From an optimization exercise on the open Yosys and OpenROAD flow, aimed at small area, a short achievable clock period and few clock cycles; shortcuts taken in it are not production practice.
At most, simulation tests tie the RTL to the original design; equivalence was not proved.
Power is estimated from default activity; no workload was simulated.

run a:
==> flow/design.v (excerpt) <==
module cnn(
  input             clk,
  input             rst,
  input             en,
  input      [7:0]  ps_rd,
  input      [7:0]  in_rd,
  input      [7:0]  w_rd,
  input      [7:0]  b_rd,
  input      [7:0]  out_rd,
  output reg        done,
  output     [15:0] ps_ra,
  output     [15:0] in_ad,
  output reg        in_we,
  output     [7:0]  in_wd,
  output     [15:0] w_ra,
  output     [15:0] b_ra,
  output     [15:0] out_ad,
  output reg        out_we,
  output     [7:0]  out_wd
);
For scale: roughly 5400 cells after synthesis, roughly 870 flip-flops, roughly 140 I/O pins, about 50000 sq um of cells after synthesis.
export LEC_CHECK = 0
export CAP_MARGIN = 20
export CORE_MARGIN = 2
export CORE_UTILIZATION = 65
export CTS_BUF_LIST = sky130_fd_sc_hd__clkbuf_8
export PLACE_DENSITY = 0.75
export SLEW_MARGIN = 20
create_clock -name core_clock -period 11.0 [get_ports {clk}]
standard.sh (not shown) runs the stock make flow with config.mk's settings and CLKGATE_MAP_FILE= SYNTH_SCRIPT=/design/flow/synth_recipe.tcl, a recipe that flattens the netlist after the stock synthesis.
==> flow/flow/run.sh <==
#!/bin/bash
set -euo pipefail
export BUFFER_PORTS_ARGS="-buffer_cell sky130_fd_sc_hd__buf_2"
export SETUP_SLACK_MARGIN=7.5
bash standard.sh > standard.log 2>&1
The following lists how run b was set up differently from run a:
Settings: CTS_BUF_LIST: sky130_fd_sc_hd__clkbuf_8 -> sky130_fd_sc_hd__clkbuf_16; CTS_CLUSTER_SIZE: unset -> 30.
Findings:
A worst setup path startpoint of wr0[2] is what run a shows, while xm[19] belongs to run b. From run a to run b the numbers moved as follows: vias per cell moved up; worst-margin pin slew moved down; layout-stage area growth over the synthesis result moved down.
Function was not checked in any run of this note: the RTL went through the layout flow alone.


Another version of the RTL of cnn (not shown whole).
Size in the first run: ~140 I/O pins.
==> flow/design.v (excerpt) <==
module cnn(
  input             clk,
  input             rst,
  input             en,
  input      [7:0]  ps_rd,
  input      [7:0]  in_rd,
  input      [7:0]  w_rd,
  input      [7:0]  b_rd,
  input      [7:0]  out_rd,
  output reg        done,
  output     [15:0] ps_ra,
  output     [15:0] in_ad,
  output reg        in_we,
  output     [7:0]  in_wd,
  output     [15:0] w_ra,
  output     [15:0] b_ra,
  output     [15:0] out_ad,
  output reg        out_we,
  output     [7:0]  out_wd
);
reg s_idle, s_load, s_init, s_calc, s_conv, s_cdrn, s_pool, s_pdrn;
reg [7:0] pR, pC, pM, pN, pK, pS, pIR, pIC, pnIR, pnIC, pnP;
reg [3:0] pa;
assign ps_ra = {12'd0, pa};
reg [15:0] dN;     
reg [15:0] dT;     
reg [15:0] SmS;    
reg [15:0] dCh;    
reg [15:0] NKK;    
reg        nkdone;
reg [1:0]  q;                  
reg        ph1, ph2, ph3;      
reg        se_conv, adv, adv_blk, adv_row, adv_quad, adv_last;   
reg [7:0]  j, i, n, tc, tr;    
reg [5:0]  mq;                 
reg [15:0] la, vb, tb;         
wire [7:0] j1 = j + 8'd1, i1 = i + 8'd1, n1 = n + 8'd1, tc1 = tc + 8'd1, tr1 = tr + 8'd1;
wire [6:0] mq1 = {1'b0, mq} + 7'd1;
wire il  = (i1 == pK);
wire nl  = (n1 == pN);
reg jl, il_r, nl_r, tcl, trl, tap_first, blk_last, quad_last, conv_last;
always @(posedge clk) begin
  jl <= (j1 == pK); il_r <= il; nl_r <= nl;
  tcl <= (tc == {1'b0, pC[7:1]});
  trl <= (tr == {1'b0, pR[7:1]});
  tap_first <= (j == 8'd0) & (i == 8'd0) & (n == 8'd0);
  blk_last  <= (j1 == pK) & il & nl;
  quad_last <= (j1 == pK) & il & nl & (tc == {1'b0, pC[7:1]}) & (tr == {1'b0, pR[7:1]});
  conv_last <= (j1 == pK) & il & nl & (tc == {1'b0, pC[7:1]}) & (tr == {1'b0, pR[7:1]}) &
               ({mq1, 2'b00} >= {1'b0, pM});
end
wire [15:0] tb_next = tcl ? (trl ? 16'd0 : tb + dT) : tb + {7'd0, pS, 1'b0};
reg  [15:0] vb_next;    
always @(posedge clk) vb_next <= blk_last ? tb_next : vb + (~jl ? 16'd1 : ~il_r ? {8'd0, pIC} : dN);
reg [15:0] wv, wa, wb;
reg        wval, wfirst, wlast, wqlast;
reg [5:0]  wmq;
wire [15:0] wa_add = wa + (ph3 ? 16'd1 : NKK);
wire [15:0] wv_next = wval ? (wlast ? (wqlast ? wa_add : wb) : wv + 16'd1) : wv;
assign in_ad  = la;
assign w_ra   = wa;
assign b_ra   = {8'd0, wmq, q};
reg [7:0]  wr0, wr1, wr2, wr3, br;    
reg [31:0] sh, xm;             
  ...
export LEC_CHECK = 0
export CAP_MARGIN = 20
export CORE_MARGIN = 2
export CORE_UTILIZATION = 65
export CTS_BUF_LIST = sky130_fd_sc_hd__clkbuf_8
export PLACE_DENSITY = 0.75
export SLEW_MARGIN = 20
create_clock -name core_clock -period 11.0 [get_ports {clk}]
==> flow/flow/run.sh <==
#!/bin/bash
set -euo pipefail
export BUFFER_PORTS_ARGS="-buffer_cell sky130_fd_sc_hd__buf_2"
export SETUP_SLACK_MARGIN=8
bash standard.sh > standard.log 2>&1
Testbench counts at the start, summed over its fixed seeds: cycles 2,423,744.
Then changed:
==> flow/run.sh (new file) <==
#!/bin/bash
# synth_recipe.tcl (not shown) runs the flow's synth.tcl, then flattens the netlist and writes it again
# the make line also repeats each setting of config.mk as NAME=value (left out here)
make -C /OpenROAD-flow-scripts/flow DESIGN_CONFIG=/design/flow/config.mk WORK_HOME=/design/flow/orfs CLKGATE_MAP_FILE= SYNTH_SCRIPT=/design/flow/synth_recipe.tcl finish
CTS_BUF_LIST = sky130_fd_sc_hd__clkbuf_16   (was sky130_fd_sc_hd__clkbuf_8)
CTS_CLUSTER_DIAMETER = 200   (was default)
CTS_CLUSTER_SIZE = 25   (was default)
SETUP_SLACK_MARGIN = 5   (was default)
removed: flow/flow/run.sh
removed: flow/standard.sh
Wire length drops by 9.4%. Combinational power drops by 9.6%. Die area does not change. Via count drops by 6.1%. Clock power drops by 40%. Cell count drops by 6.4%. First-iteration DRC count drops by 9.0%.
Then changed:
==> flow/flow/run.sh (new file) <==
#!/bin/bash
set -euo pipefail
export BUFFER_PORTS_ARGS="-buffer_cell sky130_fd_sc_hd__buf_2"
export SETUP_SLACK_MARGIN=8
bash standard.sh > standard.log 2>&1
==> flow/standard.sh (new file) <==
#!/bin/bash
# synth_recipe.tcl (not shown) runs the flow's synth.tcl, then flattens the netlist and writes it again
# the make line also repeats each setting of config.mk as NAME=value (left out here)
make -C /OpenROAD-flow-scripts/flow DESIGN_CONFIG=/design/flow/config.mk WORK_HOME=/design/flow/orfs CLKGATE_MAP_FILE= SYNTH_SCRIPT=/design/flow/synth_recipe.tcl "${@:-finish}"
CTS_CLUSTER_DIAMETER = default   (was 200)
CTS_CLUSTER_SIZE = 30   (was 25)
SETUP_SLACK_MARGIN = default   (was 5)
removed: flow/run.sh
The new run produced a clean layout.
Power increases by about a fifth.
Die area is unchanged.
Non-clock buffer count increases by 219.
Final cell count increases by a few percent.
Routed wire length increases by roughly a tenth.
Cell area increases by roughly a tenth.
Then changed:
==> flow/flow/run.sh (replaced) <==
#!/bin/bash
set -euo pipefail
export BUFFER_PORTS_ARGS="-buffer_cell sky130_fd_sc_hd__buf_2"
export SETUP_SLACK_MARGIN=7.5
bash standard.sh > standard.log 2>&1
CTS_CLUSTER_DIAMETER = 200   (was default)
CTS_CLUSTER_SIZE = 25   (was 30)
Result: The changed run completed without violations. Final area is lower by 8.5%. Fmax is higher by 2.1%. Clock-buffer cell count is lower by 53. Clock power is lower by 44%. Clock skew is higher by 0.016 ns. Utilization is lower by 6.5 points. Die area is unchanged. Power is lower by 15%. Routed wire length is lower by 8.4%. Global-route usage is lower by 2.8 points.


old:
Another version of the RTL of cnn (not shown whole).
Size: about 5300 cells after synthesis, ~880 flip-flops, roughly 140 I/O pins, about 51000 sq um of cells after synthesis.
export LEC_CHECK = 0
export CAP_MARGIN = 20
export CORE_MARGIN = 2
export CORE_UTILIZATION = 40
export PLACE_DENSITY = 0.6
export SETUP_SLACK_MARGIN = 5
export SLEW_MARGIN = 20
create_clock -name core_clock -period 11.0 [get_ports {clk}]
run.sh (not shown) runs the stock make flow with config.mk's settings and CLKGATE_MAP_FILE= SYNTH_SCRIPT=/design/flow/synth_recipe.tcl, a recipe that flattens the netlist after the stock synthesis.
Stock flow here: none of the scripts above is used.
Testbench counts of old, summed over its fixed seeds: cycles 2,423,728.
#### Input delta (new over old)
-- flow/config.mk --
<<< old, line 9
export CORE_MARGIN = 2
export CORE_UTILIZATION = 40
export PLACE_DENSITY = 0.6
export SETUP_SLACK_MARGIN = 5
>>> new, line 9
export CORE_MARGIN = 2
export CORE_UTILIZATION = 65
export CTS_BUF_LIST = sky130_fd_sc_hd__clkbuf_8
export PLACE_DENSITY = 0.75
export SETUP_SLACK_MARGIN = 5
Each of the runs, namely new and old, reached the end of the flow and came out clean.
Relative to old, initial core utilization increased by 25 points in new.
Going from old to new, the insertion delay of the later-clocked pin in the worst-skew pair was found to have gone up by 100 ps.
On new: non-clock buffer count is 1 lower than what old gave.


RTL: one of the versions met above, not the one the previous note started from.
Size: roughly 5,300 cells after synthesis, ~140 I/O pins, ~0.051 mm² of cells after synthesis.
Design cnn, start of the top module:
module cnn(
  input             clk,
  input             rst,
  input             en,
  input      [7:0]  ps_rd,
  input      [7:0]  in_rd,
  input      [7:0]  w_rd,
  input      [7:0]  b_rd,
  input      [7:0]  out_rd,
  output reg        done,
  output     [15:0] ps_ra,
  output     [15:0] in_ad,
  output reg        in_we,
  output     [7:0]  in_wd,
  output     [15:0] w_ra,
  output     [15:0] b_ra,
  output     [15:0] out_ad,
  output reg        out_we,
  output     [7:0]  out_wd
);
export LEC_CHECK = 0
export CAP_MARGIN = 20
export CORE_MARGIN = 2
export CORE_UTILIZATION = 75
export CTS_BUF_LIST = sky130_fd_sc_hd__clkbuf_16
export CTS_CLUSTER_SIZE = 30
export PLACE_DENSITY = 0.82
export SLEW_MARGIN = 20
create_clock -name core_clock -period 11.0 [get_ports {clk}]
standard.sh (not shown) runs the stock make flow with config.mk's settings and CLKGATE_MAP_FILE= SYNTH_SCRIPT=/design/flow/synth_recipe.tcl, a recipe that flattens the netlist after the stock synthesis.
==> flow/flow/run.sh <==
#!/bin/bash
set -euo pipefail
export BUFFER_PORTS_ARGS="-buffer_cell sky130_fd_sc_hd__buf_2"
export SETUP_SLACK_MARGIN=7.5
bash standard.sh > standard.log 2>&1
Testbench counts at the start, summed over its fixed seeds: cycles 2,423,744.
Edit:
- CORE_UTILIZATION: 75 -> 65
- PLACE_DENSITY: 0.82 -> 0.75
The changed run went through all stages and came out clean.
Die area went up by about 15%.
Maximum frequency went up by 8.4%.
Non-clock buffer count went down by 8.
Synthesized area does not change.
Critical path depth does not change.
Combinational power went down by about 2%.
Edit:
--- a/flow/flow/run.sh
+++ b/flow/flow/run.sh
@@ -4 +4 @@
-export SETUP_SLACK_MARGIN=7.5
+export SETUP_SLACK_MARGIN=7.3
- CTS_CLUSTER_DIAMETER: unset -> 200
- CTS_CLUSTER_SIZE: 30 -> 25
What happened: Setup slack loses 140 ps; worst hold slack loses 15 ps; die area stays the same; clock skew goes up by 9.0 ps; clock-buffer cell count goes down by 53; first-iteration DRC count goes up by a few percent; sequential share of layout area goes up by 1.7 points; synthesized area does not change; sequential cell count stays the same.
Edit:
--- a/flow/flow/run.sh
+++ b/flow/flow/run.sh
@@ -4 +4 @@
-export SETUP_SLACK_MARGIN=7.3
+export SETUP_SLACK_MARGIN=7.8
=> Setup slack improved by 240 ps; cell area is higher by a few percent; hold slack improved by 10 ps; cell count is higher by a few percent; count of clock-buffer cells in the layout stays the same; combinational power is higher by a little under a tenth; clock power is about the same; non-clock buffer count is higher by 147; power is higher by a few percent; wire length is higher by a few percent; fmax is higher by a few percent.

re-timing with driven ports:
The flow's constraints put no driver on any port. The routed layouts listed below were extracted and timed again, unchanged, in two steps. Step 1: set_driving_cell puts a clkbuf_16 on clk and a buf_2 on each other input, an assumption about the parent block. Step 2 adds t to the input delays and takes it off the output delays; t is the mean of the earliest and latest rising clock arrival at the registers after step 1. Input paths then give back, and output paths get back, about the clock's delay inside the block. Three values: ideal ports, drivers, drivers and shift; two values: the first two.
run	shift t [ns]	setup WS [ns]	hold slack, ns	worst slew at a driven data input, ns	cell pins on the clock port's net
run a	0.875	6.859 / 6.859 / 6.859	0.312 / 0.312 / 0.312	0.04	1
run b	0.740	7.003 / 7.003 / 7.003	0.305 / 0.305 / 0.305	0.04	1
the first run of note 2	0.870	7.428 / 7.367 / 7.446	0.317 / 0.317 / 0.317	0.05	1
the second run of note 2	0.692	6.551 / 6.551 / 6.551	0.321 / 0.321 / 0.321	0.05	1
the third run of note 2	0.718	7.456 / 7.456 / 7.456	0.323 / 0.323 / 0.323	0.06	1
the fourth run of note 2	0.691	7.530 / 7.458 / 7.545	0.315 / 0.315 / 0.315	0.05	1
old	0.793	6.503 / 6.503 / 6.503	0.321 / 0.321 / 0.321	0.05	1
new	0.891	6.481 / 6.447 / 6.481	0.296 / 0.296 / 0.296	0.04	1
the first run of note 4	0.728	7.181 / 7.181 / 7.181	0.322 / 0.322 / 0.322	0.04	1
the second run of note 4	0.728	7.476 / 7.461 / 7.476	0.320 / 0.320 / 0.320	0.05	1
the third run of note 4	0.686	7.335 / 7.266 / 7.438	0.305 / 0.305 / 0.305	0.05	1
the fourth run of note 4	0.698	7.571 / 7.497 / 7.612	0.316 / 0.316 / 0.316	0.06	1
After both steps setup and hold are still met in every run listed.
